This design comes from an exercise in tuning for small area and a short achievable clock period on the open sky130 flow, not from production work.
Function was checked by simulation only, so behaviour that the tests miss may differ from the original.

`design.v`:
```
module LIFSIM (
    input  wire        clk,
    input  wire        reset,
    input  wire [15:0] I_app,
    input  wire [15:0] I_fb,
    output wire [15:0] V_mem,
    output wire [15:0] V_out,
    output wire [15:0] U_leak,
    output wire [31:0] dU_dt,
    output wire [31:0] dV_dt
);
    reg [15:0] u_r;      
    reg [15:0] du_r;     
    reg [15:0] v_r;      
    reg [15:0] dv_r;     
    reg        fire_r;   
    reg        spk_r;    
    wire n1 = I_app[0] ^ I_fb[0];
    wire n2 = n1 ^ du_r[0];
    wire n3 = I_app[0] & I_fb[0];
    wire n4 = I_app[0] | I_fb[0];
    wire n5 = du_r[0] & n4;
    wire n6 = n3 | n5;
    wire n7 = I_app[1] ^ I_fb[1];
    wire n8 = n7 ^ du_r[1];
    wire n9 = I_app[1] & I_fb[1];
    wire n10 = I_app[1] | I_fb[1];
    wire n11 = du_r[1] & n10;
    wire n12 = n9 | n11;
    wire n13 = I_app[2] ^ I_fb[2];
    wire n14 = n13 ^ du_r[2];
    wire n15 = I_app[2] & I_fb[2];
    wire n16 = I_app[2] | I_fb[2];
    wire n17 = du_r[2] & n16;
    wire n18 = n15 | n17;
    wire n19 = I_app[3] ^ I_fb[3];
    wire n20 = n19 ^ du_r[3];
    wire n21 = I_app[3] & I_fb[3];
    wire n22 = I_app[3] | I_fb[3];
    wire n23 = du_r[3] & n22;
    wire n24 = n21 | n23;
    wire n25 = I_app[4] ^ I_fb[4];
    wire n26 = n25 ^ du_r[4];
    wire n27 = I_app[4] & I_fb[4];
    wire n28 = I_app[4] | I_fb[4];
    wire n29 = du_r[4] & n28;
    wire n30 = n27 | n29;
    wire n31 = I_app[5] ^ I_fb[5];
    wire n32 = n31 ^ du_r[5];
    wire n33 = I_app[5] & I_fb[5];
    wire n34 = I_app[5] | I_fb[5];
    wire n35 = du_r[5] & n34;
    wire n36 = n33 | n35;
    wire n37 = I_app[6] ^ I_fb[6];
    wire n38 = n37 ^ du_r[6];
    wire n39 = I_app[6] & I_fb[6];
    wire n40 = I_app[6] | I_fb[6];
    wire n41 = du_r[6] & n40;
    wire n42 = n39 | n41;
    wire n43 = I_app[7] ^ I_fb[7];
    wire n44 = n43 ^ du_r[7];
    wire n45 = I_app[7] & I_fb[7];
    wire n46 = I_app[7] | I_fb[7];
    wire n47 = du_r[7] & n46;
    wire n48 = n45 | n47;
    wire n49 = I_app[8] ^ I_fb[8];
    wire n50 = n49 ^ du_r[8];
    wire n51 = I_app[8] & I_fb[8];
    wire n52 = I_app[8] | I_fb[8];
    wire n53 = du_r[8] & n52;
    wire n54 = n51 | n53;
    wire n55 = I_app[9] ^ I_fb[9];
    wire n56 = n55 ^ du_r[9];
    wire n57 = I_app[9] & I_fb[9];
    wire n58 = I_app[9] | I_fb[9];
    wire n59 = du_r[9] & n58;
    wire n60 = n57 | n59;
    wire n61 = I_app[10] ^ I_fb[10];
    wire n62 = n61 ^ du_r[10];
    wire n63 = I_app[10] & I_fb[10];
    wire n64 = I_app[10] | I_fb[10];
    wire n65 = du_r[10] & n64;
    wire n66 = n63 | n65;
    wire n67 = I_app[11] ^ I_fb[11];
    wire n68 = n67 ^ du_r[11];
    wire n69 = I_app[11] & I_fb[11];
    wire n70 = I_app[11] | I_fb[11];
    wire n71 = du_r[11] & n70;
    wire n72 = n69 | n71;
    wire n73 = I_app[12] ^ I_fb[12];
    wire n74 = n73 ^ du_r[12];
    wire n75 = I_app[12] & I_fb[12];
    wire n76 = I_app[12] | I_fb[12];
    wire n77 = du_r[12] & n76;
    wire n78 = n75 | n77;
    wire n79 = I_app[13] ^ I_fb[13];
    wire n80 = n79 ^ du_r[13];
    wire n81 = I_app[13] & I_fb[13];
    wire n82 = I_app[13] | I_fb[13];
    wire n83 = du_r[13] & n82;
    wire n84 = n81 | n83;
    wire n85 = I_app[14] ^ I_fb[14];
    wire n86 = n85 ^ du_r[14];
    wire n87 = I_app[14] & I_fb[14];
    wire n88 = I_app[14] | I_fb[14];
    wire n89 = du_r[14] & n88;
    wire n90 = n87 | n89;
    wire n91 = I_app[15] ^ I_fb[15];
    wire n92 = n91 ^ du_r[15];
    wire n93 = I_app[15] & I_fb[15];
    wire n94 = I_app[15] | I_fb[15];
    wire n95 = du_r[15] & n94;
    wire n96 = n93 | n95;
    wire n97 = n8 ^ n6;
    wire n98 = n8 & n6;
    wire n99 = n14 ^ n12;
    wire n100 = n14 & n12;
    wire n101 = n20 ^ n18;
    wire n102 = n20 & n18;
    wire n103 = n26 ^ n24;
    wire n104 = n26 & n24;
    wire n105 = n32 ^ n30;
    wire n106 = n32 & n30;
    wire n107 = n38 ^ n36;
    wire n108 = n38 & n36;
    wire n109 = n44 ^ n42;
    wire n110 = n44 & n42;
    wire n111 = n50 ^ n48;
    wire n112 = n50 & n48;
    wire n113 = n56 ^ n54;
    wire n114 = n56 & n54;
    wire n115 = n62 ^ n60;
    wire n116 = n62 & n60;
    wire n117 = n68 ^ n66;
    wire n118 = n68 & n66;
    wire n119 = n74 ^ n72;
    wire n120 = n74 & n72;
    wire n121 = n80 ^ n78;
    wire n122 = n80 & n78;
    wire n123 = n86 ^ n84;
    wire n124 = n86 & n84;
    wire n125 = n92 ^ n90;
    wire n126 = n92 & n90;
    wire n127 = n97 & n2;
    wire n128 = n101 & n100;
    wire n129 = n102 | n128;
    wire n130 = n101 & n99;
    wire n131 = n105 & n104;
    wire n132 = n106 | n131;
    wire n133 = n105 & n103;
    wire n134 = n109 & n108;
    wire n135 = n110 | n134;
    wire n136 = n109 & n107;
    wire n137 = n113 & n112;
    wire n138 = n114 | n137;
    wire n139 = n113 & n111;
    wire n140 = n117 & n116;
    wire n141 = n118 | n140;
    wire n142 = n117 & n115;
    wire n143 = n121 & n120;
    wire n144 = n122 | n143;
    wire n145 = n121 & n119;
    wire n146 = n125 & n124;
    wire n147 = n126 | n146;
    wire n148 = n125 & n123;
    wire n149 = n130 & n98;
    wire n150 = n129 | n149;
    wire n151 = n130 & n127;
    wire n152 = n136 & n132;
    wire n153 = n135 | n152;
    wire n154 = n136 & n133;
    wire n155 = n142 & n138;
    wire n156 = n141 | n155;
    wire n157 = n142 & n139;
    wire n158 = n148 & n144;
    wire n159 = n147 | n158;
    wire n160 = n148 & n145;
    wire n161 = n154 & n150;
    wire n162 = n153 | n161;
    wire n163 = n154 & n151;
    wire n164 = n160 & n156;
    wire n165 = n159 | n164;
    wire n166 = n160 & n157;
    wire n167 = n166 & n162;
    wire n168 = n165 | n167;
    wire n169 = n166 & n163;
    wire n170 = n157 & n162;
    wire n171 = n156 | n170;
    wire n172 = n157 & n163;
    wire n173 = n133 & n150;
    wire n174 = n132 | n173;
    wire n175 = n133 & n151;
    wire n176 = n139 & n162;
    wire n177 = n138 | n176;
    wire n178 = n139 & n163;
    wire n179 = n145 & n171;
    wire n180 = n144 | n179;
    wire n181 = n145 & n172;
    wire n182 = n99 & n98;
    wire n183 = n100 | n182;
    wire n184 = n99 & n127;
    wire n185 = n103 & n150;
    wire n186 = n104 | n185;
    wire n187 = n103 & n151;
    wire n188 = n107 & n174;
    wire n189 = n108 | n188;
    wire n190 = n107 & n175;
    wire n191 = n111 & n162;
    wire n192 = n112 | n191;
    wire n193 = n111 & n163;
    wire n194 = n115 & n177;
    wire n195 = n116 | n194;
    wire n196 = n115 & n178;
    wire n197 = n119 & n171;
    wire n198 = n120 | n197;
    wire n199 = n119 & n172;
    wire n200 = n123 & n180;
    wire n201 = n124 | n200;
    wire n202 = n123 & n181;
    wire n203 = n99 ^ n98;
    wire n204 = n101 ^ n183;
    wire n205 = n103 ^ n150;
    wire n206 = n105 ^ n186;
    wire n207 = n107 ^ n174;
    wire n208 = n109 ^ n189;
    wire n209 = n111 ^ n162;
    wire n210 = n113 ^ n192;
    wire n211 = n115 ^ n177;
    wire n212 = n117 ^ n195;
    wire n213 = n119 ^ n171;
    wire n214 = n121 ^ n198;
    wire n215 = n123 ^ n180;
    wire n216 = n125 ^ n201;
    wire n217 = u_r[1] & u_r[0];
    wire n218 = u_r[1] & u_r[0];
    wire n219 = u_r[2] & n218;
    wire n220 = u_r[2] & u_r[1];
    wire n221 = u_r[4] & u_r[3];
    wire n222 = u_r[6] & u_r[5];
    wire n223 = u_r[8] & u_r[7];
    wire n224 = u_r[10] & u_r[9];
    wire n225 = u_r[12] & u_r[11];
    wire n226 = u_r[14] & u_r[13];
    wire n227 = u_r[3] & n219;
    wire n228 = u_r[3] & n220;
    wire n229 = n221 & n219;
    wire n230 = n221 & n220;
    wire n231 = u_r[7] & n222;
    wire n232 = n223 & n222;
    wire n233 = u_r[11] & n224;
    wire n234 = n225 & n224;
    wire n235 = u_r[15] & n226;
    wire n236 = u_r[5] & n229;
    wire n237 = u_r[5] & n230;
    wire n238 = n222 & n229;
    wire n239 = n222 & n230;
    wire n240 = n231 & n229;
    wire n241 = n231 & n230;
    wire n242 = n232 & n229;
    wire n243 = n232 & n230;
    wire n244 = u_r[13] & n234;
    wire n245 = n226 & n234;
    wire n246 = n235 & n234;
    wire n247 = u_r[9] & n242;
    wire n248 = u_r[9] & n243;
    wire n249 = n224 & n242;
    wire n250 = n224 & n243;
    wire n251 = n233 & n242;
    wire n252 = n233 & n243;
    wire n253 = n234 & n242;
    wire n254 = n234 & n243;
    wire n255 = n244 & n242;
    wire n256 = n244 & n243;
    wire n257 = n245 & n242;
    wire n258 = n245 & n243;
    wire n259 = n246 & n242;
    wire n260 = n246 & n243;
    wire n261 = u_r[1] ^ u_r[0];
    wire n262 = u_r[2] ^ n218;
    wire n263 = u_r[3] ^ n219;
    wire n264 = u_r[4] ^ n227;
    wire n265 = u_r[5] ^ n229;
    wire n266 = u_r[6] ^ n236;
    wire n267 = u_r[7] ^ n238;
    wire n268 = u_r[8] ^ n240;
    wire n269 = u_r[9] ^ n242;
    wire n270 = u_r[10] ^ n247;
    wire n271 = u_r[11] ^ n249;
    wire n272 = u_r[12] ^ n251;
    wire n273 = u_r[13] ^ n253;
    wire n274 = u_r[14] ^ n255;
    wire n275 = u_r[15] ^ n257;
    wire n276 = u_r[0] ^ dv_r[0];
    wire n277 = u_r[0] & dv_r[0];
    wire n278 = u_r[1] ^ dv_r[1];
    wire n279 = u_r[1] & dv_r[1];
    wire n280 = u_r[2] ^ dv_r[2];
    wire n281 = u_r[2] & dv_r[2];
    wire n282 = u_r[3] ^ dv_r[3];
    wire n283 = u_r[3] & dv_r[3];
    wire n284 = u_r[4] ^ dv_r[4];
    wire n285 = u_r[4] & dv_r[4];
    wire n286 = u_r[5] ^ dv_r[5];
    wire n287 = u_r[5] & dv_r[5];
    wire n288 = u_r[6] ^ dv_r[6];
    wire n289 = u_r[6] & dv_r[6];
    wire n290 = u_r[7] ^ dv_r[7];
    wire n291 = u_r[7] & dv_r[7];
    wire n292 = u_r[8] ^ dv_r[8];
    wire n293 = u_r[8] & dv_r[8];
    wire n294 = u_r[9] ^ dv_r[9];
    wire n295 = u_r[9] & dv_r[9];
    wire n296 = u_r[10] ^ dv_r[10];
    wire n297 = u_r[10] & dv_r[10];
    wire n298 = u_r[11] ^ dv_r[11];
    wire n299 = u_r[11] & dv_r[11];
    wire n300 = u_r[12] ^ dv_r[12];
    wire n301 = u_r[12] & dv_r[12];
    wire n302 = u_r[13] ^ dv_r[13];
    wire n303 = u_r[13] & dv_r[13];
    wire n304 = u_r[14] ^ dv_r[14];
    wire n305 = u_r[14] & dv_r[14];
    wire n306 = u_r[15] ^ dv_r[15];
    wire n307 = u_r[15] & dv_r[15];
    wire n308 = n278 & n277;
    wire n309 = n279 | n308;
    wire n310 = n278 & n276;
    wire n311 = n282 & n281;
    wire n312 = n283 | n311;
    wire n313 = n282 & n280;
    wire n314 = n286 & n285;
    wire n315 = n287 | n314;
    wire n316 = n286 & n284;
    wire n317 = n290 & n289;
    wire n318 = n291 | n317;
    wire n319 = n290 & n288;
    wire n320 = n294 & n293;
    wire n321 = n295 | n320;
    wire n322 = n294 & n292;
    wire n323 = n298 & n297;
    wire n324 = n299 | n323;
    wire n325 = n298 & n296;
    wire n326 = n302 & n301;
    wire n327 = n303 | n326;
    wire n328 = n302 & n300;
    wire n329 = n306 & n305;
    wire n330 = n307 | n329;
    wire n331 = n306 & n304;
    wire n332 = n280 & n309;
    wire n333 = n281 | n332;
    wire n334 = n280 & n310;
    wire n335 = n313 & n309;
    wire n336 = n312 | n335;
    wire n337 = n313 & n310;
    wire n338 = n288 & n315;
    wire n339 = n289 | n338;
    wire n340 = n288 & n316;
    wire n341 = n319 & n315;
    wire n342 = n318 | n341;
    wire n343 = n319 & n316;
    wire n344 = n296 & n321;
    wire n345 = n297 | n344;
    wire n346 = n296 & n322;
    wire n347 = n325 & n321;
    wire n348 = n324 | n347;
    wire n349 = n325 & n322;
    wire n350 = n304 & n327;
    wire n351 = n305 | n350;
    wire n352 = n304 & n328;
    wire n353 = n331 & n327;
    wire n354 = n330 | n353;
    wire n355 = n331 & n328;
    wire n356 = n284 & n336;
    wire n357 = n285 | n356;
    wire n358 = n284 & n337;
    wire n359 = n316 & n336;
    wire n360 = n315 | n359;
    wire n361 = n316 & n337;
    wire n362 = n340 & n336;
    wire n363 = n339 | n362;
    wire n364 = n340 & n337;
    wire n365 = n343 & n336;
    wire n366 = n342 | n365;
    wire n367 = n343 & n337;
    wire n368 = n300 & n348;
    wire n369 = n301 | n368;
    wire n370 = n300 & n349;
    wire n371 = n328 & n348;
    wire n372 = n327 | n371;
    wire n373 = n328 & n349;
    wire n374 = n352 & n348;
    wire n375 = n351 | n374;
    wire n376 = n352 & n349;
    wire n377 = n355 & n348;
    wire n378 = n354 | n377;
    wire n379 = n355 & n349;
    wire n380 = n292 & n366;
    wire n381 = n293 | n380;
    wire n382 = n292 & n367;
    wire n383 = n322 & n366;
    wire n384 = n321 | n383;
    wire n385 = n322 & n367;
    wire n386 = n346 & n366;
    wire n387 = n345 | n386;
    wire n388 = n346 & n367;
    wire n389 = n349 & n366;
    wire n390 = n348 | n389;
    wire n391 = n349 & n367;
    wire n392 = n370 & n366;
    wire n393 = n369 | n392;
    wire n394 = n370 & n367;
    wire n395 = n373 & n366;
    wire n396 = n372 | n395;
    wire n397 = n373 & n367;
    wire n398 = n376 & n366;
    wire n399 = n375 | n398;
    wire n400 = n376 & n367;
    wire n401 = n379 & n366;
    wire n402 = n378 | n401;
    wire n403 = n379 & n367;
    wire n404 = n278 ^ n277;
    wire n405 = n280 ^ n309;
    wire n406 = n282 ^ n333;
    wire n407 = n284 ^ n336;
    wire n408 = n286 ^ n357;
    wire n409 = n288 ^ n360;
    wire n410 = n290 ^ n363;
    wire n411 = n292 ^ n366;
    wire n412 = n294 ^ n381;
    wire n413 = n296 ^ n384;
    wire n414 = n298 ^ n387;
    wire n415 = n300 ^ n390;
    wire n416 = n302 ^ n393;
    wire n417 = n304 ^ n396;
    wire n418 = n306 ^ n399;
    wire [19:0] pp0;
    wire [15:0] pp0_m0 = 16'h5555;
    assign pp0[0] = pp0_m0[v_r[3:0]];
    wire [15:0] pp0_m1 = 16'h3333;
    assign pp0[1] = pp0_m1[v_r[3:0]];
    wire [15:0] pp0_m2 = 16'ha5a5;
    assign pp0[2] = pp0_m2[v_r[3:0]];
    wire [15:0] pp0_m3 = 16'hc639;
    assign pp0[3] = pp0_m3[v_r[3:0]];
    wire [15:0] pp0_m4 = 16'had6b;
    assign pp0[4] = pp0_m4[v_r[3:0]];
    wire [15:0] pp0_m5 = 16'h9ce7;
    assign pp0[5] = pp0_m5[v_r[3:0]];
    wire [15:0] pp0_m6 = 16'hd6b5;
    assign pp0[6] = pp0_m6[v_r[3:0]];
    wire [15:0] pp0_m7 = 16'he739;
    assign pp0[7] = pp0_m7[v_r[3:0]];
    wire [15:0] pp0_m8 = 16'had6b;
    assign pp0[8] = pp0_m8[v_r[3:0]];
    wire [15:0] pp0_m9 = 16'h9ce7;
    assign pp0[9] = pp0_m9[v_r[3:0]];
    wire [15:0] pp0_m10 = 16'hd6b5;
    assign pp0[10] = pp0_m10[v_r[3:0]];
    wire [15:0] pp0_m11 = 16'he739;
    assign pp0[11] = pp0_m11[v_r[3:0]];
    wire [15:0] pp0_m12 = 16'had6b;
    assign pp0[12] = pp0_m12[v_r[3:0]];
    wire [15:0] pp0_m13 = 16'h9ce7;
    assign pp0[13] = pp0_m13[v_r[3:0]];
    wire [15:0] pp0_m14 = 16'h7c1f;
    assign pp0[14] = pp0_m14[v_r[3:0]];
    wire [15:0] pp0_m15 = 16'h3ff;
    assign pp0[15] = pp0_m15[v_r[3:0]];
    wire [15:0] pp0_m16 = 16'haaaa;
    assign pp0[16] = pp0_m16[v_r[3:0]];
    wire [15:0] pp0_m17 = 16'hcccc;
    assign pp0[17] = pp0_m17[v_r[3:0]];
    wire [15:0] pp0_m18 = 16'hf0f0;
    assign pp0[18] = pp0_m18[v_r[3:0]];
    wire [15:0] pp0_m19 = 16'hff00;
    assign pp0[19] = pp0_m19[v_r[3:0]];
    wire [19:0] pp1;
    wire [15:0] pp1_m0 = 16'haaaa;
    assign pp1[0] = pp1_m0[v_r[7:4]];
    wire [15:0] pp1_m1 = 16'h6666;
    assign pp1[1] = pp1_m1[v_r[7:4]];
    wire [15:0] pp1_m2 = 16'hb4b4;
    assign pp1[2] = pp1_m2[v_r[7:4]];
    wire [15:0] pp1_m3 = 16'hc738;
    assign pp1[3] = pp1_m3[v_r[7:4]];
    wire [15:0] pp1_m4 = 16'had6a;
    assign pp1[4] = pp1_m4[v_r[7:4]];
    wire [15:0] pp1_m5 = 16'h9ce6;
    assign pp1[5] = pp1_m5[v_r[7:4]];
    wire [15:0] pp1_m6 = 16'hd6b4;
    assign pp1[6] = pp1_m6[v_r[7:4]];
    wire [15:0] pp1_m7 = 16'he738;
    assign pp1[7] = pp1_m7[v_r[7:4]];
    wire [15:0] pp1_m8 = 16'had6a;
    assign pp1[8] = pp1_m8[v_r[7:4]];
    wire [15:0] pp1_m9 = 16'h9ce6;
    assign pp1[9] = pp1_m9[v_r[7:4]];
    wire [15:0] pp1_m10 = 16'hd6b4;
    assign pp1[10] = pp1_m10[v_r[7:4]];
    wire [15:0] pp1_m11 = 16'he738;
    assign pp1[11] = pp1_m11[v_r[7:4]];
    wire [15:0] pp1_m12 = 16'had6a;
    assign pp1[12] = pp1_m12[v_r[7:4]];
    wire [15:0] pp1_m13 = 16'h9ce6;
    assign pp1[13] = pp1_m13[v_r[7:4]];
    wire [15:0] pp1_m14 = 16'h7c1e;
    assign pp1[14] = pp1_m14[v_r[7:4]];
    wire [15:0] pp1_m15 = 16'h3fe;
    assign pp1[15] = pp1_m15[v_r[7:4]];
    wire [15:0] pp1_m16 = 16'h5554;
    assign pp1[16] = pp1_m16[v_r[7:4]];
    wire [15:0] pp1_m17 = 16'h9998;
    assign pp1[17] = pp1_m17[v_r[7:4]];
    wire [15:0] pp1_m18 = 16'he1e0;
    assign pp1[18] = pp1_m18[v_r[7:4]];
    wire [15:0] pp1_m19 = 16'hfe00;
    assign pp1[19] = pp1_m19[v_r[7:4]];
    wire [19:0] pp2;
    wire [15:0] pp2_m0 = 16'haaaa;
    assign pp2[0] = pp2_m0[v_r[11:8]];
    wire [15:0] pp2_m1 = 16'h6666;
    assign pp2[1] = pp2_m1[v_r[11:8]];
    wire [15:0] pp2_m2 = 16'hb4b4;
    assign pp2[2] = pp2_m2[v_r[11:8]];
    wire [15:0] pp2_m3 = 16'hc738;
    assign pp2[3] = pp2_m3[v_r[11:8]];
    wire [15:0] pp2_m4 = 16'had6a;
    assign pp2[4] = pp2_m4[v_r[11:8]];
    wire [15:0] pp2_m5 = 16'h9ce6;
    assign pp2[5] = pp2_m5[v_r[11:8]];
    wire [15:0] pp2_m6 = 16'hd6b4;
    assign pp2[6] = pp2_m6[v_r[11:8]];
    wire [15:0] pp2_m7 = 16'he738;
    assign pp2[7] = pp2_m7[v_r[11:8]];
    wire [15:0] pp2_m8 = 16'had6a;
    assign pp2[8] = pp2_m8[v_r[11:8]];
    wire [15:0] pp2_m9 = 16'h9ce6;
    assign pp2[9] = pp2_m9[v_r[11:8]];
    wire [15:0] pp2_m10 = 16'hd6b4;
    assign pp2[10] = pp2_m10[v_r[11:8]];
    wire [15:0] pp2_m11 = 16'he738;
    assign pp2[11] = pp2_m11[v_r[11:8]];
    wire [15:0] pp2_m12 = 16'had6a;
    assign pp2[12] = pp2_m12[v_r[11:8]];
    wire [15:0] pp2_m13 = 16'h9ce6;
    assign pp2[13] = pp2_m13[v_r[11:8]];
    wire [15:0] pp2_m14 = 16'h7c1e;
    assign pp2[14] = pp2_m14[v_r[11:8]];
    wire [15:0] pp2_m15 = 16'h3fe;
    assign pp2[15] = pp2_m15[v_r[11:8]];
    wire [15:0] pp2_m16 = 16'h5554;
    assign pp2[16] = pp2_m16[v_r[11:8]];
    wire [15:0] pp2_m17 = 16'h9998;
    assign pp2[17] = pp2_m17[v_r[11:8]];
    wire [15:0] pp2_m18 = 16'he1e0;
    assign pp2[18] = pp2_m18[v_r[11:8]];
    wire [15:0] pp2_m19 = 16'hfe00;
    assign pp2[19] = pp2_m19[v_r[11:8]];
    wire [19:0] pp3;
    wire [15:0] pp3_m0 = 16'haaaa;
    assign pp3[0] = pp3_m0[v_r[15:12]];
    wire [15:0] pp3_m1 = 16'h6666;
    assign pp3[1] = pp3_m1[v_r[15:12]];
    wire [15:0] pp3_m2 = 16'hb4b4;
    assign pp3[2] = pp3_m2[v_r[15:12]];
    wire [15:0] pp3_m3 = 16'hc738;
    assign pp3[3] = pp3_m3[v_r[15:12]];
    wire [15:0] pp3_m4 = 16'had6a;
    assign pp3[4] = pp3_m4[v_r[15:12]];
    wire [15:0] pp3_m5 = 16'h9ce6;
    assign pp3[5] = pp3_m5[v_r[15:12]];
    wire [15:0] pp3_m6 = 16'hd6b4;
    assign pp3[6] = pp3_m6[v_r[15:12]];
    wire [15:0] pp3_m7 = 16'he738;
    assign pp3[7] = pp3_m7[v_r[15:12]];
    wire [15:0] pp3_m8 = 16'had6a;
    assign pp3[8] = pp3_m8[v_r[15:12]];
    wire [15:0] pp3_m9 = 16'h9ce6;
    assign pp3[9] = pp3_m9[v_r[15:12]];
    wire [15:0] pp3_m10 = 16'hd6b4;
    assign pp3[10] = pp3_m10[v_r[15:12]];
    wire [15:0] pp3_m11 = 16'he738;
    assign pp3[11] = pp3_m11[v_r[15:12]];
    wire [15:0] pp3_m12 = 16'had6a;
    assign pp3[12] = pp3_m12[v_r[15:12]];
    wire [15:0] pp3_m13 = 16'h9ce6;
    assign pp3[13] = pp3_m13[v_r[15:12]];
    wire [15:0] pp3_m14 = 16'h7c1e;
    assign pp3[14] = pp3_m14[v_r[15:12]];
    wire [15:0] pp3_m15 = 16'h3fe;
    assign pp3[15] = pp3_m15[v_r[15:12]];
    wire [15:0] pp3_m16 = 16'h5554;
    assign pp3[16] = pp3_m16[v_r[15:12]];
    wire [15:0] pp3_m17 = 16'h9998;
    assign pp3[17] = pp3_m17[v_r[15:12]];
    wire [15:0] pp3_m18 = 16'he1e0;
    assign pp3[18] = pp3_m18[v_r[15:12]];
    wire [15:0] pp3_m19 = 16'hfe00;
    assign pp3[19] = pp3_m19[v_r[15:12]];
    wire n419 = pp0[12] ^ pp1[8];
    wire n420 = pp0[12] & pp1[8];
    wire n421 = pp0[13] ^ pp1[9];
    wire n422 = n421 ^ pp2[5];
    wire n423 = pp0[13] & pp1[9];
    wire n424 = pp0[13] | pp1[9];
    wire n425 = pp2[5] & n424;
    wire n426 = n423 | n425;
    wire n427 = pp0[14] ^ pp1[10];
    wire n428 = n427 ^ pp2[6];
    wire n429 = pp0[14] & pp1[10];
    wire n430 = pp0[14] | pp1[10];
    wire n431 = pp2[6] & n430;
    wire n432 = n429 | n431;
    wire n433 = pp0[15] ^ pp1[11];
    wire n434 = n433 ^ pp2[7];
    wire n435 = pp0[15] & pp1[11];
    wire n436 = pp0[15] | pp1[11];
    wire n437 = pp2[7] & n436;
    wire n438 = n435 | n437;
    wire n439 = pp0[16] ^ pp1[12];
    wire n440 = n439 ^ pp2[8];
    wire n441 = pp0[16] & pp1[12];
    wire n442 = pp0[16] | pp1[12];
    wire n443 = pp2[8] & n442;
    wire n444 = n441 | n443;
    wire n445 = pp0[17] ^ pp1[13];
    wire n446 = n445 ^ pp2[9];
    wire n447 = pp0[17] & pp1[13];
    wire n448 = pp0[17] | pp1[13];
    wire n449 = pp2[9] & n448;
    wire n450 = n447 | n449;
    wire n451 = pp0[18] ^ pp1[14];
    wire n452 = n451 ^ pp2[10];
    wire n453 = pp0[18] & pp1[14];
    wire n454 = pp0[18] | pp1[14];
    wire n455 = pp2[10] & n454;
    wire n456 = n453 | n455;
    wire n457 = pp0[19] ^ pp1[15];
    wire n458 = n457 ^ pp2[11];
    wire n459 = pp0[19] & pp1[15];
    wire n460 = pp0[19] | pp1[15];
    wire n461 = pp2[11] & n460;
    wire n462 = n459 | n461;
    wire n463 = pp1[16] ^ pp2[12];
    wire n464 = pp1[16] & pp2[12];
    wire n465 = pp1[17] ^ pp2[13];
    wire n466 = pp1[17] & pp2[13];
    wire n467 = pp1[18] ^ pp2[14];
    wire n468 = pp1[18] & pp2[14];
    wire n469 = pp1[19] ^ pp2[15];
    wire n470 = pp1[19] & pp2[15];
    wire n471 = pp0[8] ^ pp1[4];
    wire n472 = pp0[8] & pp1[4];
    wire n473 = pp0[9] ^ pp1[5];
    wire n474 = n473 ^ pp2[1];
    wire n475 = pp0[9] & pp1[5];
    wire n476 = pp0[9] | pp1[5];
    wire n477 = pp2[1] & n476;
    wire n478 = n475 | n477;
    wire n479 = pp0[10] ^ pp1[6];
    wire n480 = n479 ^ pp2[2];
    wire n481 = pp0[10] & pp1[6];
    wire n482 = pp0[10] | pp1[6];
    wire n483 = pp2[2] & n482;
    wire n484 = n481 | n483;
    wire n485 = pp0[11] ^ pp1[7];
    wire n486 = n485 ^ pp2[3];
    wire n487 = pp0[11] & pp1[7];
    wire n488 = pp0[11] | pp1[7];
    wire n489 = pp2[3] & n488;
    wire n490 = n487 | n489;
    wire n491 = pp2[4] ^ pp3[0];
    wire n492 = n491 ^ n419;
    wire n493 = pp2[4] & pp3[0];
    wire n494 = pp2[4] | pp3[0];
    wire n495 = n419 & n494;
    wire n496 = n493 | n495;
    wire n497 = pp3[1] ^ n420;
    wire n498 = n497 ^ n422;
    wire n499 = pp3[1] & n420;
    wire n500 = pp3[1] | n420;
    wire n501 = n422 & n500;
    wire n502 = n499 | n501;
    wire n503 = pp3[2] ^ n426;
    wire n504 = n503 ^ n428;
    wire n505 = pp3[2] & n426;
    wire n506 = pp3[2] | n426;
    wire n507 = n428 & n506;
    wire n508 = n505 | n507;
    wire n509 = pp3[3] ^ n432;
    wire n510 = n509 ^ n434;
    wire n511 = pp3[3] & n432;
    wire n512 = pp3[3] | n432;
    wire n513 = n434 & n512;
    wire n514 = n511 | n513;
    wire n515 = pp3[4] ^ n438;
    wire n516 = n515 ^ n440;
    wire n517 = pp3[4] & n438;
    wire n518 = pp3[4] | n438;
    wire n519 = n440 & n518;
    wire n520 = n517 | n519;
    wire n521 = pp3[5] ^ n444;
    wire n522 = n521 ^ n446;
    wire n523 = pp3[5] & n444;
    wire n524 = pp3[5] | n444;
    wire n525 = n446 & n524;
    wire n526 = n523 | n525;
    wire n527 = pp3[6] ^ n450;
    wire n528 = n527 ^ n452;
    wire n529 = pp3[6] & n450;
    wire n530 = pp3[6] | n450;
    wire n531 = n452 & n530;
    wire n532 = n529 | n531;
    wire n533 = pp3[7] ^ n456;
    wire n534 = n533 ^ n458;
    wire n535 = pp3[7] & n456;
    wire n536 = pp3[7] | n456;
    wire n537 = n458 & n536;
    wire n538 = n535 | n537;
    wire n539 = pp3[8] ^ n462;
    wire n540 = n539 ^ n463;
    wire n541 = pp3[8] & n462;
    wire n542 = pp3[8] | n462;
    wire n543 = n463 & n542;
    wire n544 = n541 | n543;
    wire n545 = pp3[9] ^ n464;
    wire n546 = n545 ^ n465;
    wire n547 = pp3[9] & n464;
    wire n548 = pp3[9] | n464;
    wire n549 = n465 & n548;
    wire n550 = n547 | n549;
    wire n551 = pp3[10] ^ n466;
    wire n552 = n551 ^ n467;
    wire n553 = pp3[10] & n466;
    wire n554 = pp3[10] | n466;
    wire n555 = n467 & n554;
    wire n556 = n553 | n555;
    wire n557 = pp3[11] ^ n468;
    wire n558 = n557 ^ n469;
    wire n559 = pp3[11] & n468;
    wire n560 = pp3[11] | n468;
    wire n561 = n469 & n560;
    wire n562 = n559 | n561;
    wire n563 = pp2[16] ^ pp3[12];
    wire n564 = n563 ^ n470;
    wire n565 = pp2[16] & pp3[12];
    wire n566 = pp2[16] | pp3[12];
    wire n567 = n470 & n566;
    wire n568 = n565 | n567;
    wire n569 = pp2[17] ^ pp3[13];
    wire n570 = pp2[17] & pp3[13];
    wire n571 = pp2[18] ^ pp3[14];
    wire n572 = pp2[18] & pp3[14];
    wire n573 = pp2[19] ^ pp3[15];
    wire n574 = pp2[19] & pp3[15];
    wire n575 = pp0[4] ^ pp1[0];
    wire n576 = pp0[4] & pp1[0];
    wire n577 = pp0[5] ^ pp1[1];
    wire n578 = pp0[5] & pp1[1];
    wire n579 = pp0[6] ^ pp1[2];
    wire n580 = pp0[6] & pp1[2];
    wire n581 = pp0[7] ^ pp1[3];
    wire n582 = pp0[7] & pp1[3];
    wire n583 = pp2[0] ^ n471;
    wire n584 = pp2[0] & n471;
    wire n585 = n472 ^ n474;
    wire n586 = n472 & n474;
    wire n587 = n478 ^ n480;
    wire n588 = n478 & n480;
    wire n589 = n484 ^ n486;
    wire n590 = n484 & n486;
    wire n591 = n490 ^ n492;
    wire n592 = n490 & n492;
    wire n593 = n496 ^ n498;
    wire n594 = n496 & n498;
    wire n595 = n502 ^ n504;
    wire n596 = n502 & n504;
    wire n597 = n508 ^ n510;
    wire n598 = n508 & n510;
    wire n599 = n514 ^ n516;
    wire n600 = n514 & n516;
    wire n601 = n520 ^ n522;
    wire n602 = n520 & n522;
    wire n603 = n526 ^ n528;
    wire n604 = n526 & n528;
    wire n605 = n532 ^ n534;
    wire n606 = n532 & n534;
    wire n607 = n538 ^ n540;
    wire n608 = n538 & n540;
    wire n609 = n544 ^ n546;
    wire n610 = n544 & n546;
    wire n611 = n550 ^ n552;
    wire n612 = n550 & n552;
    wire n613 = n556 ^ n558;
    wire n614 = n556 & n558;
    wire n615 = n562 ^ n564;
    wire n616 = n562 & n564;
    wire n617 = n568 ^ n569;
    wire n618 = n568 & n569;
    wire n619 = n570 ^ n571;
    wire n620 = n570 & n571;
    wire n621 = n572 ^ n573;
    wire n622 = n572 & n573;
    wire n623 = pp3[16] ^ n574;
    wire n624 = pp3[16] & n574;
    wire n625 = pp0[1] & pp0[0];
    wire n626 = pp0[3] & pp0[2];
    wire n627 = n577 & n576;
    wire n628 = n578 | n627;
    wire n629 = n577 & n575;
    wire n630 = n581 & n580;
    wire n631 = n582 | n630;
    wire n632 = n581 & n579;
    wire n633 = n585 & n584;
    wire n634 = n586 | n633;
    wire n635 = n585 & n583;
    wire n636 = n589 & n588;
    wire n637 = n590 | n636;
    wire n638 = n589 & n587;
    wire n639 = n593 & n592;
    wire n640 = n594 | n639;
    wire n641 = n593 & n591;
    wire n642 = n597 & n596;
    wire n643 = n598 | n642;
    wire n644 = n597 & n595;
    wire n645 = n601 & n600;
    wire n646 = n602 | n645;
    wire n647 = n601 & n599;
    wire n648 = n605 & n604;
    wire n649 = n606 | n648;
    wire n650 = n605 & n603;
    wire n651 = n609 & n608;
    wire n652 = n610 | n651;
    wire n653 = n609 & n607;
    wire n654 = n613 & n612;
    wire n655 = n614 | n654;
    wire n656 = n613 & n611;
    wire n657 = n617 & n616;
    wire n658 = n618 | n657;
    wire n659 = n617 & n615;
    wire n660 = n621 & n620;
    wire n661 = n622 | n660;
    wire n662 = n621 & n619;
    wire n663 = pp3[17] & n624;
    wire n664 = pp3[17] & n623;
    wire n665 = pp3[19] & pp3[18];
    wire n666 = pp0[2] & n625;
    wire n667 = n626 & n625;
    wire n668 = n579 & n628;
    wire n669 = n580 | n668;
    wire n670 = n579 & n629;
    wire n671 = n632 & n628;
    wire n672 = n631 | n671;
    wire n673 = n632 & n629;
    wire n674 = n587 & n634;
    wire n675 = n588 | n674;
    wire n676 = n587 & n635;
    wire n677 = n638 & n634;
    wire n678 = n637 | n677;
    wire n679 = n638 & n635;
    wire n680 = n595 & n640;
    wire n681 = n596 | n680;
    wire n682 = n595 & n641;
    wire n683 = n644 & n640;
    wire n684 = n643 | n683;
    wire n685 = n644 & n641;
    wire n686 = n603 & n646;
    wire n687 = n604 | n686;
    wire n688 = n603 & n647;
    wire n689 = n650 & n646;
    wire n690 = n649 | n689;
    wire n691 = n650 & n647;
    wire n692 = n611 & n652;
    wire n693 = n612 | n692;
    wire n694 = n611 & n653;
    wire n695 = n656 & n652;
    wire n696 = n655 | n695;
    wire n697 = n656 & n653;
    wire n698 = n619 & n658;
    wire n699 = n620 | n698;
    wire n700 = n619 & n659;
    wire n701 = n662 & n658;
    wire n702 = n661 | n701;
    wire n703 = n662 & n659;
    wire n704 = pp3[18] & n663;
    wire n705 = pp3[18] & n664;
    wire n706 = n665 & n663;
    wire n707 = n665 & n664;
    wire n708 = n575 & n667;
    wire n709 = n629 & n667;
    wire n710 = n670 & n667;
    wire n711 = n673 & n667;
    wire n712 = n591 & n678;
    wire n713 = n592 | n712;
    wire n714 = n591 & n679;
    wire n715 = n641 & n678;
    wire n716 = n640 | n715;
    wire n717 = n641 & n679;
    wire n718 = n682 & n678;
    wire n719 = n681 | n718;
    wire n720 = n682 & n679;
    wire n721 = n685 & n678;
    wire n722 = n684 | n721;
    wire n723 = n685 & n679;
    wire n724 = n607 & n690;
    wire n725 = n608 | n724;
    wire n726 = n607 & n691;
    wire n727 = n653 & n690;
    wire n728 = n652 | n727;
    wire n729 = n653 & n691;
    wire n730 = n694 & n690;
    wire n731 = n693 | n730;
    wire n732 = n694 & n691;
    wire n733 = n697 & n690;
    wire n734 = n696 | n733;
    wire n735 = n697 & n691;
    wire n736 = n623 & n702;
    wire n737 = n624 | n736;
    wire n738 = n623 & n703;
    wire n739 = n664 & n702;
    wire n740 = n663 | n739;
    wire n741 = n664 & n703;
    wire n742 = n705 & n702;
    wire n743 = n704 | n742;
    wire n744 = n705 & n703;
    wire n745 = n707 & n702;
    wire n746 = n706 | n745;
    wire n747 = n707 & n703;
    wire n748 = n583 & n672;
    wire n749 = n584 | n748;
    wire n750 = n583 & n711;
    wire n751 = n635 & n672;
    wire n752 = n634 | n751;
    wire n753 = n635 & n711;
    wire n754 = n676 & n672;
    wire n755 = n675 | n754;
    wire n756 = n676 & n711;
    wire n757 = n679 & n672;
    wire n758 = n678 | n757;
    wire n759 = n679 & n711;
    wire n760 = n714 & n672;
    wire n761 = n713 | n760;
    wire n762 = n714 & n711;
    wire n763 = n717 & n672;
    wire n764 = n716 | n763;
    wire n765 = n717 & n711;
    wire n766 = n720 & n672;
    wire n767 = n719 | n766;
    wire n768 = n720 & n711;
    wire n769 = n723 & n672;
    wire n770 = n722 | n769;
    wire n771 = n723 & n711;
    wire n772 = n615 & n734;
    wire n773 = n616 | n772;
    wire n774 = n615 & n735;
    wire n775 = n659 & n734;
    wire n776 = n658 | n775;
    wire n777 = n659 & n735;
    wire n778 = n700 & n734;
    wire n779 = n699 | n778;
    wire n780 = n700 & n735;
    wire n781 = n703 & n734;
    wire n782 = n702 | n781;
    wire n783 = n703 & n735;
    wire n784 = n738 & n734;
    wire n785 = n737 | n784;
    wire n786 = n738 & n735;
    wire n787 = n741 & n734;
    wire n788 = n740 | n787;
    wire n789 = n741 & n735;
    wire n790 = n744 & n734;
    wire n791 = n743 | n790;
    wire n792 = n744 & n735;
    wire n793 = n747 & n734;
    wire n794 = n746 | n793;
    wire n795 = n747 & n735;
    wire n796 = n599 & n770;
    wire n797 = n600 | n796;
    wire n798 = n599 & n771;
    wire n799 = n647 & n770;
    wire n800 = n646 | n799;
    wire n801 = n647 & n771;
    wire n802 = n688 & n770;
    wire n803 = n687 | n802;
    wire n804 = n688 & n771;
    wire n805 = n691 & n770;
    wire n806 = n690 | n805;
    wire n807 = n691 & n771;
    wire n808 = n726 & n770;
    wire n809 = n725 | n808;
    wire n810 = n726 & n771;
    wire n811 = n729 & n770;
    wire n812 = n728 | n811;
    wire n813 = n729 & n771;
    wire n814 = n732 & n770;
    wire n815 = n731 | n814;
    wire n816 = n732 & n771;
    wire n817 = n735 & n770;
    wire n818 = n734 | n817;
    wire n819 = n735 & n771;
    wire n820 = n774 & n770;
    wire n821 = n773 | n820;
    wire n822 = n774 & n771;
    wire n823 = n777 & n770;
    wire n824 = n776 | n823;
    wire n825 = n777 & n771;
    wire n826 = n780 & n770;
    wire n827 = n779 | n826;
    wire n828 = n780 & n771;
    wire n829 = n783 & n770;
    wire n830 = n782 | n829;
    wire n831 = n783 & n771;
    wire n832 = n786 & n770;
    wire n833 = n785 | n832;
    wire n834 = n786 & n771;
    wire n835 = n789 & n770;
    wire n836 = n788 | n835;
    wire n837 = n789 & n771;
    wire n838 = n792 & n770;
    wire n839 = n791 | n838;
    wire n840 = n792 & n771;
    wire n841 = n795 & n770;
    wire n842 = n794 | n841;
    wire n843 = n795 & n771;
    wire n844 = n577 ^ n576;
    wire n845 = n579 ^ n628;
    wire n846 = n581 ^ n669;
    wire n847 = n583 ^ n672;
    wire n848 = n585 ^ n749;
    wire n849 = n587 ^ n752;
    wire n850 = n589 ^ n755;
    wire n851 = n591 ^ n758;
    wire n852 = n593 ^ n761;
    wire n853 = n595 ^ n764;
    wire n854 = n597 ^ n767;
    wire n855 = n599 ^ n770;
    wire n856 = n601 ^ n797;
    wire n857 = n603 ^ n800;
    wire n858 = n605 ^ n803;
    wire n859 = n607 ^ n806;
    wire n860 = n609 ^ n809;
    wire n861 = n611 ^ n812;
    wire n862 = n613 ^ n815;
    wire n863 = n615 ^ n818;
    wire n864 = n617 ^ n821;
    wire n865 = n619 ^ n824;
    wire n866 = n621 ^ n827;
    wire n867 = n623 ^ n830;
    wire n868 = pp3[17] ^ n833;
    wire n869 = pp3[18] ^ n836;
    wire n870 = pp3[19] ^ n839;
    wire [15:0] u_n  = {n216, n215, n214, n213, n212, n211, n210, n209, n208, n207, n206, n205, n204, n203, n97, n2};
    wire [15:0] du_n = {n259, n275, n274, n273, n272, n271, n270, n269, n268, n267, n266, n265, n264, n263, n262, n261};
    wire [15:0] v_n  = {n418, n417, n416, n415, n414, n413, n412, n411, n410, n409, n408, n407, n406, n405, n404, n276};
    wire [15:0] dv_n = {n870, n869, n868, n867, n866, n865, n864, n863, n862, n861, n860, n859, n858, n857, n856, n855};
    always @(posedge clk) begin
        if (reset) begin
            u_r    <= 16'd0;
            du_r   <= 16'd0;
            v_r    <= 16'd0;
            dv_r   <= 16'd0;
            fire_r <= 1'b0;
            spk_r  <= 1'b0;
        end else begin
            u_r    <= u_n;
            du_r   <= du_n;
            fire_r <= $signed(v_r) >= 16'sd3277;
            spk_r  <= fire_r;
            if (fire_r) begin
                v_r  <= 16'd0;
                dv_r <= 16'd0;
            end else begin
                v_r  <= v_n;
                dv_r <= dv_n;
            end
        end
    end
    assign V_mem  = v_r;
    assign V_out  = {15'd0, spk_r};
    assign U_leak = u_r;
    assign dU_dt  = {16'd0, du_r};
    assign dV_dt  = {16'd0, dv_r};
endmodule
```
`flow/run.sh`:
```
#!/bin/bash
# Standard ORFS layout; only synthesis's abc mapping (flow/my_synth.tcl) and the port
# buffer cell differ. Each tool's output goes to a log in this folder.
set -euo pipefail
W=$(pwd)
export MY_ABC_SCRIPT=$W/flow/abc_main.script
export MY_CONE_SCRIPT=$W/flow/abc_cone.script
export MY_NO_FA=1
PORTBUF=$(cat $W/flow/portbuf 2>/dev/null || echo sky130_fd_sc_hd__buf_1)
bash standard.sh SYNTH_SCRIPT=$W/flow/my_synth.tcl "BUFFER_PORTS_ARGS=-buffer_cell $PORTBUF" $(cat $W/flow/extra 2>/dev/null || true) finish > $W/make_finish.log 2>&1
```
`flow/abc_cone.script`:
```
strash
dch -f
map -D 700
topo
upsize -D 700
dnsize -D 700
```
`flow/abc_main.script`:
```
strash
dch -f
map -D 2000
topo
upsize -D 2000
dnsize -D 2000
```
`flow/extra`:
```
SKIP_REPAIR_TIE_FANOUT=1
```
`flow/my_synth.tcl`:
```
proc synth {args} { yosys synth -nofsm -noshare {*}$args }
# Same synthesis as synth_recipe.tcl, with a different abc script and delay target.
proc abc {args} {
  set out {}
  set skip 0
  foreach a $args {
    if { $skip } { set skip 0; continue }
    if { $a eq "-script" || $a eq "-D" } { set skip 1; continue }
    lappend out $a
  }
  if { [info exists ::env(MY_ABC_SCRIPT)] && $::env(MY_ABC_SCRIPT) ne "" } {
    lappend out -script $::env(MY_ABC_SCRIPT)
  } else {
    lappend out -script $::env(SCRIPTS_DIR)/abc_speed.script
  }
  if { [info exists ::env(MY_ABC_D)] && $::env(MY_ABC_D) ne "" } {
    lappend out -D $::env(MY_ABC_D)
  }
  if { [info exists ::env(MY_CONE_SCRIPT)] && $::env(MY_CONE_SCRIPT) ne "" } {
    # map the input cone of the U_leak registers first, with its own (tighter) script
    set cone {}
    foreach a $out { lappend cone $a }
    set i [lsearch $cone -script]
    set cone [lreplace $cone [expr {$i + 1}] [expr {$i + 1}] $::env(MY_CONE_SCRIPT)]
    yosys select -set ucone c:u_r* %ci*:-sky130_fd_sc_hd__dfxtp_1\[Q\]
    yosys select -list @ucone
    yosys abc {*}$cone @ucone
  }
  yosys abc {*}$out
}
if { [info exists ::env(MY_NO_FA)] && $::env(MY_NO_FA) eq "1" } {
  proc extract_fa {args} { puts "extract_fa skipped" }
}
source $::env(SCRIPTS_DIR)/synth.tcl
# left out here: clear keep_hierarchy, flatten, clean up, hide names made inside functions, write 1_2_yosys.v
```
`standard.sh`:
```
#!/bin/bash
# synth_recipe.tcl (not shown) runs the flow's synth.tcl, then flattens the netlist and writes it again
# the make line also repeats each setting of config.mk as NAME=value (left out here)
make -C /OpenROAD-flow-scripts/flow DESIGN_CONFIG=/design/flow/config.mk WORK_HOME=/design/flow/orfs CLKGATE_MAP_FILE= SYNTH_SCRIPT=/design/flow/synth_recipe.tcl "${@:-finish}"
```
`config.mk`:
```
export PLATFORM = sky130hd
export DESIGN_NAME = LIFSIM
export DESIGN_NICKNAME = LIFSIM
export VERILOG_FILES = /design/flow/design.v
export SDC_FILE = /design/flow/constraint.sdc
export NUM_CORES = 4
export LEC_CHECK = 0
export CAP_MARGIN = 20
export CORE_MARGIN = 2
export CORE_UTILIZATION = 45
export SETUP_SLACK_MARGIN = 3.7
export SLEW_MARGIN = 20
```
`constraint.sdc`:
```
create_clock -name core_clock -period 7.0 [get_ports {clk}]
set_input_delay 1.4000 -clock core_clock [delete_from_list [all_inputs] [get_ports {clk}]]
set_output_delay 1.4000 -clock core_clock [all_outputs]
set_load 0.01 [all_outputs]
```
==> results.sh, run 1 <==
export IMPL_clk_latency_ns=0.35
export IMPL_synth_edf_count=0
export IMPL_status="no timing/DRC/antenna violations"
export IMPL_synth_top_cell_area_share_pct=20.6
export IMPL_area_growth_syn_to_layout_pct=12.6
export IMPL_fin_crit_sh_pct=44.3
export IMPL_synth_seq_area_share_pct=20.6
export IMPL_crit_buf_inv=4
export IMPL_vias=6860
export IMPL_worst_endpoint_arrival_ns=3.33
export IMPL_path_cells="inv_2, nor2_4, nand2_1, a21oi_1, a31o_2, buf_4, xor2_1, a21boi_1, o22ai_1, nand3b_4, a211oi_4, buf_6, buf_4, o211ai_1, nand3_1, nand2_1, nor2_1"
export IMPL_ctsLongestPathBuffers=2
export IMPL_cts_reportedPaths_clkPinSlew_ns=0.06
export IMPL_routed_via_density=5.15
export IMPL_grt_max_degree=48
export IMPL_skew_ns=0.00985
export IMPL_cp_end_kind="flip-flop"
export IMPL_place_congestion=0.939
export IMPL_row_count=43
export IMPL_io_buffers=98
export IMPL_nets=1180
export IMPL_tightestPinTransition_ns=0.517
export IMPL_yosys_top_cells_area="dfxtp_1, nand2_1, nor2_1"
export IMPL_fin_util_pct=51.9
export IMPL_min_path_type="reg -> reg"
export IMPL_min_delay_start="fire_r$_SDFF_PP0_"
export IMPL_n_antenna_cell=0
export IMPL_gr_total_overflow=0
export IMPL_die_w_um=123
export IMPL_relSlewSlack_pct=65.2
export IMPL_crit_start="v_r[10]$_SDFF_PP0_"
export IMPL_ant_nets=0
export IMPL_slowest_stage="dfxtp_2"
export IMPL_timing_rr_start="v_r[10]$_SDFF_PP0_"
export IMPL_synth_flop_cell="dfxtp_1"
export IMPL_crit_path_start_kind="flip-flop"
export IMPL_coreArea_um2=13900
export IMPL_htreeDepth=3
export IMPL_hold_viol=0
export IMPL_drive_gt1_share_pct=11.3
export IMPL_maxCapViolations=0
export IMPL_grt_usage_pct=22.0
export IMPL_criticalPathCategory="reg -> reg"
export IMPL_dp_hpwl_mm=13.4
export IMPL_cts_tree="built"
export IMPL_cpLargestDelayFamily="compound AO/OA/AOI/OAI gates"
export IMPL_synth_nets=1109
export IMPL_hold_slack_ns=0.422
export IMPL_finalSetupViolCount=0
export IMPL_ioPinCount=146
export IMPL_grt_antenna_before_repair=0
export IMPL_num_fill_cells=1467
export IMPL_tns_ns=0
export IMPL_synth_most_common_cell="nand2_1"
export IMPL_synth_avg_cell_area_um2=5.95
export IMPL_cts_buffers=9
export IMPL_dieArea_um2=15200
export IMPL_clock_sinks=66
export IMPL_drc=0
export IMPL_drt_first_pass_iters=5
export IMPL_start_util_pct=46.1
export IMPL_required_ns=7.24
export IMPL_yosysWarnings=1
export IMPL_clock_root_buffer="clkbuf_16"
export IMPL_first_global_vias=5724
export IMPL_yosys_area_top_type="dfxtp_1"
export IMPL_die_h_um=123
export IMPL_wl_mm=17.2
export IMPL_period_minus_slack_ns=3.10
export IMPL_syn_instance_count=1075
export IMPL_grt_setup_unrepaired="false"
export IMPL_holdBufCountCts=0
export IMPL_synth_seq_cells=66
export IMPL_ys_top_cells_by_count="nand2_1, nor2_1, clkinv_1"
export IMPL_ys_async_sr_fraction_pct=0
export IMPL_wl_per_cell_um=12.9
export IMPL_drv_slew=0
export IMPL_max_freq_mhz=323
export IMPL_grt_pass1_wl_mm=26.5
export IMPL_synth_cell_type_count=57
export IMPL_syn_area_um2=6400
export IMPL_critPathMaxStageDelay_ns=0.42
export IMPL_critPathMaxFanout=8
export IMPL_dr_first_iter_drc_count=409
[cells in the final DEF, fill, tap and decap left out, types with 14 or more instances in the layout]
| master | n |
|---|---|
| buf_1 | 98 |
| o21ai_1 | 25 |
| xor2_1 | 28 |
| clkinv_1 | 107 |
| nor3_1 | 27 |
| nand3_1 | 48 |
| nor2_1 | 154 |
| dfxtp_1 | 50 |
| dfxtp_2 | 14 |
| nand2_1 | 242 |
| a21oi_1 | 69 |
| o21ai_0 | 60 |
| inv_2 | 16 |
[metrics by stage]
stage	cell area (µm²)	instances	setup WS, ns
floorplan	6400	1075	4.20
global placement	6650	1307	3.65
detailed placement	6650	1307	3.67
CTS	6960	1323	3.72
global route	7200	1331	3.64
finish	7200	1331	3.90
[routing by layer]
layer	wire, µm	global-route usage, %	vias to the layer above
li1	-	-	3666
met1	8050	29.9	3009
met2	7830	35.3	168
met3	1030	3.92	17
met4	258	6.89	0
met5	0	0	-
[path summary, 6_finish.rpt]
kind	cells past startpoint	slack (ns)	end
min reg2reg	2	0.42	spk_r$_SDFF_PP0_
max	17	3.90	dv_r[6]$_SDFF_PP0_
min	2	0.42	spk_r$_SDFF_PP0_
max reg2reg	17	3.90	dv_r[6]$_SDFF_PP0_
[layout make-up]
cell class | count | area (µm²) | share of cell area [%]
repair buffers | 107 | 439 | 6.10
multi-input cells | 836 | 4420 | 61.3
well taps | 180 | 225 | 3.13
inverters | 126 | 473 | 6.57
flip-flops and latches | 66 | 1350 | 18.7
clock inverters | 6 | 65.1 | 0.903
clock buffers | 10 | 239 | 3.32
[cells by family after synthesis]
group / share of synthesized area [%]
simple gates: 36.5
compound gates: 23.3
buf+inv: 13.0
flops: 20.6
xor+xnor: 6.12
fa+ha+maj: 0.313
other cells: 0.0586
[sequential cells by signal, summed over array words and instances (netlist names)]
register  flops
u_r          16
spk_r         1
dv_r         16
du_r         16
fire_r        1
v_r          16
[timing repair]
item / CTS / global route
gates resized for setup: 3 / 57
pin swaps: 0 / 7
buffers inserted: 0 / 7
endpoints found under the setup margin: 12 / 20
cloned: 0 / 1
[worst reg2reg max path: stages (launching register included)]
cell	delay [ns]
dfxtp_2	0.42
inv_2	0.12
nor2_4	0.16
nand2_1	0.08
a21oi_1	0.25
a31o_2	0.26
buf_4	0.15
xor2_1	0.21
a21boi_1	0.12
o22ai_1	0.20
nand3b_4	0.21
a211oi_4	0.05
buf_6	0.16
buf_4	0.14
o211ai_1	0.25
nand3_1	0.11
nand2_1	0.07
nor2_1	0.04
==> run 2: changes to the inputs <==
--- a/config.mk
+++ b/config.mk
@@ -9,3 +9,3 @@
 export CORE_MARGIN = 2
-export CORE_UTILIZATION = 45
+export CORE_UTILIZATION = 60
 export SETUP_SLACK_MARGIN = 3.7
==> results.sh, run 2 <==
export IMPL_status="no timing/DRC/antenna violations"
export IMPL_placed_area_um2=6590
export IMPL_final_cell_mix="nand2_1, nor2_1, clkinv_1"
export IMPL_tns_ns=0
export IMPL_synth_seq_cells=66
export IMPL_yosysWarnings=1
export IMPL_final_common_cell="nand2_1"
export IMPL_gr_total_overflow=0
export IMPL_synth_most_common_cell="nand2_1"
export IMPL_path_cells="nand2_1, nand2_1, nand2_1, nand2_1, nand2_1, or2_1, nand2_1, xor2_2, xor2_1, o22ai_1, nand3b_4, a211oi_4, buf_4, o211ai_1, a31oi_1, nor2_1"
export IMPL_ys_top_cells_by_count="nand2_1, nor2_1, clkinv_1"
export IMPL_grt_max_degree=48
export IMPL_clock_root_buffer="clkbuf_8"
export IMPL_cts_reportedPaths_clkPinSlew_ns=0.07
export IMPL_io_buffers=98
export IMPL_grt_usage_pct=27.5
export IMPL_syn_instance_count=1075
export IMPL_min_path_type="reg -> reg"
export IMPL_required_ns=7.23
export IMPL_fin_cells=1280
export IMPL_drv_slew=0
export IMPL_slowest_stage="dfxtp_2"
export IMPL_die_w_um=107
export IMPL_critPathMaxStageDelay_ns=0.43
export IMPL_synth_flop_cell="dfxtp_1"
export IMPL_first_global_vias=5756
export IMPL_ctsLongestPathBuffers=2
export IMPL_synth_top_cell_area_share_pct=20.6
export IMPL_grt_pass1_wl_mm=25.6
export IMPL_drive_gt1_share_pct=10.2
export IMPL_vias=6983
export IMPL_cts_buffers=9
export IMPL_critPathMaxFanout=6
export IMPL_yosys_area_top_type="dfxtp_1"
export IMPL_synth_cell_type_count=57
export IMPL_syn_area_um2=6400
export IMPL_htreeDepth=3
export IMPL_dp_hpwl_mm=12.6
export IMPL_start_util_pct=62.0
export IMPL_nets=1177
export IMPL_synth_seq_area_share_pct=20.6
export IMPL_clock_sinks=66
export IMPL_maxCapViolations=0
export IMPL_die_h_um=107
export IMPL_cp_common_cell="nand2_1"
export IMPL_max_freq_mhz=324
export IMPL_cp_end_kind="flip-flop"
export IMPL_row_count=37
export IMPL_final_area_um2=6960
export IMPL_cpLargestDelayFamily="simple AND/OR/NAND/NOR gates"
export IMPL_dr_first_iter_drc_count=592
export IMPL_crit_path_start_kind="flip-flop"
export IMPL_n_antenna_cell=0
export IMPL_yosys_top_cells_area="dfxtp_1, nand2_1, nor2_1"
export IMPL_area_growth_syn_to_layout_pct=8.70
export IMPL_routed_via_density=5.46
export IMPL_dieArea_um2=11500
export IMPL_num_fill_cells=1009
export IMPL_fin_crit_sh_pct=44.1
export IMPL_period_minus_slack_ns=3.09
export IMPL_place_congestion=0.966
export IMPL_grt_antenna_before_repair=0
export IMPL_wl_mm=16.2
export IMPL_skew_ns=0.0114
export IMPL_holdBufCountCts=0
export IMPL_crit_buf_inv=1
export IMPL_ys_async_sr_fraction_pct=0
export IMPL_placed_cells=1263
export IMPL_wl_per_cell_um=12.7
export IMPL_ioPinCount=146
export IMPL_clk_latency_ns=0.35
export IMPL_synth_edf_count=0
export IMPL_grt_setup_unrepaired="false"
export IMPL_criticalPathCategory="reg -> reg"
export IMPL_finalSetupViolCount=0
export IMPL_synth_avg_cell_area_um2=5.95
export IMPL_cts_tree="built"
export IMPL_coreArea_um2=10300
export IMPL_hold_viol=0
export IMPL_ant_nets=0
export IMPL_drt_first_pass_iters=6
export IMPL_worst_endpoint_arrival_ns=3.32
export IMPL_drc=0
export IMPL_synth_nets=1109
run 2: final timing paths:
check,from,to,slack [ns],cells after the start
worst max-delay path,v_r[4]$_SDFF_PP0_,dv_r[11]$_SDFF_PP0_,3.91,16
worst min-delay path,fire_r$_SDFF_PP0_,spk_r$_SDFF_PP0_,0.42,2
worst max register to register,v_r[4]$_SDFF_PP0_,dv_r[11]$_SDFF_PP0_,3.91,16
worst min register to register,fire_r$_SDFF_PP0_,spk_r$_SDFF_PP0_,0.42,2
run 2: worst min-delay path: stages, from the launching register on:
cell and delay [ns]:
dfxtp_1 0.32, clkinv_1 0.04, nor2_1 0.03
run 2: kinds of logic after synthesis:
family                     synth area share, %
and+or+nand+nor                           36.5
AOI/OAI and AO/OA                         23.3
buffers and inverters                     13.0
DFF                                       20.6
xor gates and xnor gates                  6.12
adders and majority gates                0.313
other                                   0.0586
run 2: area by class of cell:
| type | instances | area [µm²] | area share [%] |
|---|---|---|---|
| Sequential cell | 66 | 1350 | 19.3 |
| Timing Repair Buffer | 105 | 420 | 6.04 |
| Inverter | 126 | 473 | 6.80 |
| Clock buffer | 11 | 131 | 1.89 |
| Multi-Input combinational cell | 835 | 4390 | 63.1 |
| Clock inverter | 1 | 30.0 | 0.432 |
| Tap cell | 136 | 170 | 2.45 |
run 2: timing repair:
item,4_1_cts,5_1_grt
gates resized for setup,2,49
pin swaps,0,4
setup endpoints to repair,4,18
buffers inserted,0,5
cloned,0,0
run 2: per-layer routing:
| metal | GRT usage [%] | up-vias | share of wire, % |
|---|---|---|---|
| li1 | - | 3662 | - |
| met1 | 36.9 | 3070 | 47 |
| met2 | 45.5 | 215 | 45 |
| met3 | 4.18 | 36 | 5.8 |
| met4 | 8.07 | 0 | 1.8 |
| met5 | 0 | - | 0 |
run 2: through the flow:
| step | setup WS [ns] | utilization, % | hold WS, ns |
|---|---|---|---|
| after floorplan | 4.20 | - | 0.398 |
| after global placement | 3.64 | 63.8 | 0.410 |
| after detailed placement | 3.69 | 63.8 | 0.411 |
| after CTS | 3.69 | 65.5 | 0.422 |
| after global routing | 3.65 | 67.4 | 0.442 |
| final | 3.91 | 67.4 | 0.419 |
==> run 3: changes to the inputs <==
--- a/config.mk
+++ b/config.mk
@@ -10,2 +10,3 @@
 export CORE_UTILIZATION = 60
+export PLACE_DENSITY = 0.5
 export SETUP_SLACK_MARGIN = 3.7
==> results.sh, run 3 <==
export IMPL_grt_max_degree=48
export IMPL_die_w_um=107
export IMPL_area_growth_syn_to_layout_pct=8.70
export IMPL_timing_rr_start="v_r[4]$_SDFF_PP0_"
export IMPL_wl_mm=16.2
export IMPL_crit_path_start_kind="flip-flop"
export IMPL_syn_area_um2=6400
export IMPL_synth_nets=1109
export IMPL_critPathMaxFanout=6
export IMPL_routed_via_density=5.46
export IMPL_ctsLongestPathBuffers=2
export IMPL_tns_ns=0
export IMPL_reg2reg_slack_ns=3.91
export IMPL_critPathMaxStageDelay_ns=0.43
export IMPL_reg2reg_to="dv_r[11]$_SDFF_PP0_"
export IMPL_synth_top_family_by_area="simple AND/OR/NAND/NOR gates"
export IMPL_cpLargestDelayFamily="simple AND/OR/NAND/NOR gates"
export IMPL_placed_cells=1263
export IMPL_fin_crit_sh_pct=44.1
export IMPL_cp_end_kind="flip-flop"
export IMPL_worst_endpoint_arrival_ns=3.32
export IMPL_row_count=37
export IMPL_path_cells="nand2_1, nand2_1, nand2_1, nand2_1, nand2_1, or2_1, nand2_1, xor2_2, xor2_1, o22ai_1, nand3b_4, a211oi_4, buf_4, o211ai_1, a31oi_1, nor2_1"
export IMPL_drv_slew=0
export IMPL_coreArea_um2=10300
export IMPL_synth_cell_type_count=57
export IMPL_ys_top_cells_by_count="nand2_1, nor2_1, clkinv_1"
export IMPL_maxCapViolations=0
export IMPL_grt_pass1_wl_mm=25.6
export IMPL_finalSetupViolCount=0
export IMPL_n_antenna_cell=0
export IMPL_grt_antenna_before_repair=0
export IMPL_reg2reg_depth=16
export IMPL_min_delay_start="fire_r$_SDFF_PP0_"
export IMPL_fin_cells=1280
export IMPL_hold_viol=0
export IMPL_dp_hpwl_mm=12.6
export IMPL_vias=6983
export IMPL_criticalPathCategory="reg -> reg"
export IMPL_crit_buf_inv=1
export IMPL_ioPinCount=146
export IMPL_syn_instance_count=1075
export IMPL_synth_top_cell_area_share_pct=20.6
export IMPL_wl_per_cell_um=12.7
export IMPL_synth_avg_cell_area_um2=5.95
export IMPL_yosys_area_top_type="dfxtp_1"
export IMPL_slowest_stage="dfxtp_2"
export IMPL_ys_async_sr_fraction_pct=0
export IMPL_grt_setup_unrepaired="false"
export IMPL_drc=0
export IMPL_cts_tree="built"
export IMPL_drt_first_pass_iters=6
export IMPL_synthMuxAreaShare_pct=0
export IMPL_clock_sinks=66
export IMPL_nets=1177
export IMPL_synth_flop_cell="dfxtp_1"
export IMPL_place_congestion=0.966
export IMPL_htreeDepth=3
export IMPL_required_ns=7.23
export IMPL_first_global_vias=5756
export IMPL_synth_compound_area_share_pct=23.3
export IMPL_synth_edf_count=0
export IMPL_num_fill_cells=1009
export IMPL_io_buffers=98
export IMPL_yosys_top_cells_area="dfxtp_1, nand2_1, nor2_1"
export IMPL_start_util_pct=62.0
export IMPL_hold_end="spk_r$_SDFF_PP0_"
export IMPL_status="no timing/DRC/antenna violations"
export IMPL_max_freq_mhz=324
export IMPL_cp_common_cell="nand2_1"
export IMPL_ant_nets=0
export IMPL_die_h_um=107
export IMPL_yosys_area_share_simple_pct=36.5
export IMPL_min_path_type="reg -> reg"
export IMPL_drive_gt1_share_pct=10.2
export IMPL_gr_total_overflow=0
export IMPL_period_minus_slack_ns=3.09
export IMPL_synthAdderAreaFrac_pct=0.313
export IMPL_synth_xor_area_share_pct=6.12
export IMPL_skew_ns=0.0114
export IMPL_synth_seq_area_share_pct=20.6
export IMPL_cts_reportedPaths_clkPinSlew_ns=0.07
export IMPL_final_common_cell="nand2_1"
export IMPL_clk_latency_ns=0.35
export IMPL_yosysWarnings=1
export IMPL_synth_most_common_cell="nand2_1"
export IMPL_grt_usage_pct=27.5
export IMPL_holdBufCountCts=0
export IMPL_clock_root_buffer="clkbuf_8"
export IMPL_final_cell_mix="nand2_1, nor2_1, clkinv_1"
export IMPL_dr_first_iter_drc_count=592
export IMPL_dieArea_um2=11500
export IMPL_synth_seq_cells=66
export IMPL_hold_depth=2
export IMPL_cts_buffers=9
==> run 3: cell counts after synthesis <==
Identical to the previous run, type by type.
==> run 3: cell families (layout without fill, tap and decap cells) <==
| kind of cell | Yosys count | in the layout |
|---|---|---|
| compound gates | 245 | 245 |
| xor+xnor | 43 | 43 |
| fa+ha+maj | 2 | 2 |
| buf+inv | 174 | 243 |
| flops | 66 | 66 |
| other cells | 1 | 1 |
| simple gates | 544 | 544 |
==> run 3: layout make-up <==
type	count	area, µm²	area share, %
clock buffer	11	131	1.89
multi-input combinational	835	4390	63.1
timing repair buffer	105	420	6.04
tap	136	170	2.45
inverter	126	473	6.80
clock inverter	1	30.0	0.432
sequential	66	1350	19.3
==> run 3: routing by layer <==
layer  track usage (%)  wire (µm)  part of all wire, %
met5                 0          0                    0
met4              8.07        297                  1.8
met3              4.18        933                  5.8
met2              45.5       7300                   45
met1              36.9       7660                   47
==> run 3: repair_timing <==
action	CTS	global route
pin swaps	0	4
gates resized for setup	2	49
setup buffers	0	5
endpoints found under the setup margin	4	18
==> run 3: worst max-delay path by stage <==
stage,cells past startpoint,slack [ns],from,end
after CTS,17,3.69,v_r[12]$_SDFF_PP0_,dv_r[13]$_SDFF_PP0_
after floorplan,12,4.20,I_fb[3],u_r[11]$_SDFF_PP0_
after global placement,15,3.64,v_r[8]$_SDFF_PP0_,dv_r[14]$_SDFF_PP0_
after detailed placement,15,3.69,v_r[8]$_SDFF_PP0_,dv_r[13]$_SDFF_PP0_
after global routing,19,3.65,v_r[13]$_SDFF_PP0_,dv_r[15]$_SDFF_PP0_
final,16,3.91,v_r[4]$_SDFF_PP0_,dv_r[11]$_SDFF_PP0_
==> run 3: worst register-to-register path: stages (launching register included) <==
cell and delay (ns):
dfxtp_2 0.43, nand2_1 0.16, nand2_1 0.12, nand2_1 0.07
nand2_1 0.10, nand2_1 0.10, or2_1 0.25, nand2_1 0.12
xor2_2 0.21, xor2_1 0.24, o22ai_1 0.13, nand3b_4 0.20
a211oi_4 0.29, buf_4 0.20, o211ai_1 0.11, a31oi_1 0.20
nor2_1 0.06
==> run 3: per-stage QoR <==
| step | setup WS, ns | hold slack [ns] | area (µm²) | util [%] |
|---|---|---|---|---|
| 3_5_place_dp | 3.69 | 0.411 | 6590 | 63.8 |
| 3_3_place_gp | 3.64 | 0.410 | 6590 | 63.8 |
| 6_report | 3.91 | 0.419 | 6960 | 67.4 |
| 2_1_floorplan | 4.20 | 0.398 | 6400 | - |
| 5_1_grt | 3.65 | 0.442 | 6960 | 67.4 |
| 4_1_cts | 3.69 | 0.422 | 6760 | 65.5 |

==> separate check: timing with driven ports <==
No port has a modelled driver above. Below, the same layouts with a new extraction and two added sets of constraints. Step 1 assumes that a clkbuf_16 drives the clock port and a buf_2 every other input. Step 2 adds t to the input delays and takes it off the output delays; t is the mean of the earliest and latest rising clock arrival at the registers after step 1. Input paths then give back, and output paths get back, about the clock's delay inside the block. Three values: ideal, step 1, step 2; two values: the first two.
run	t, ns	slack for setup (ns)	worst hold slack (ns)	worst data-port slew with drivers (ns)
run 1	0.384	3.901 / 3.901 / 3.785	0.422 / 0.422 / 0.422	0.04
run 2	0.378	3.912 / 3.912 / 3.730	0.419 / 0.419 / 0.419	0.03
run 3	0.378	3.912 / 3.912 / 3.730	0.419 / 0.419 / 0.419	0.03
After both steps every run listed still meets setup and hold.
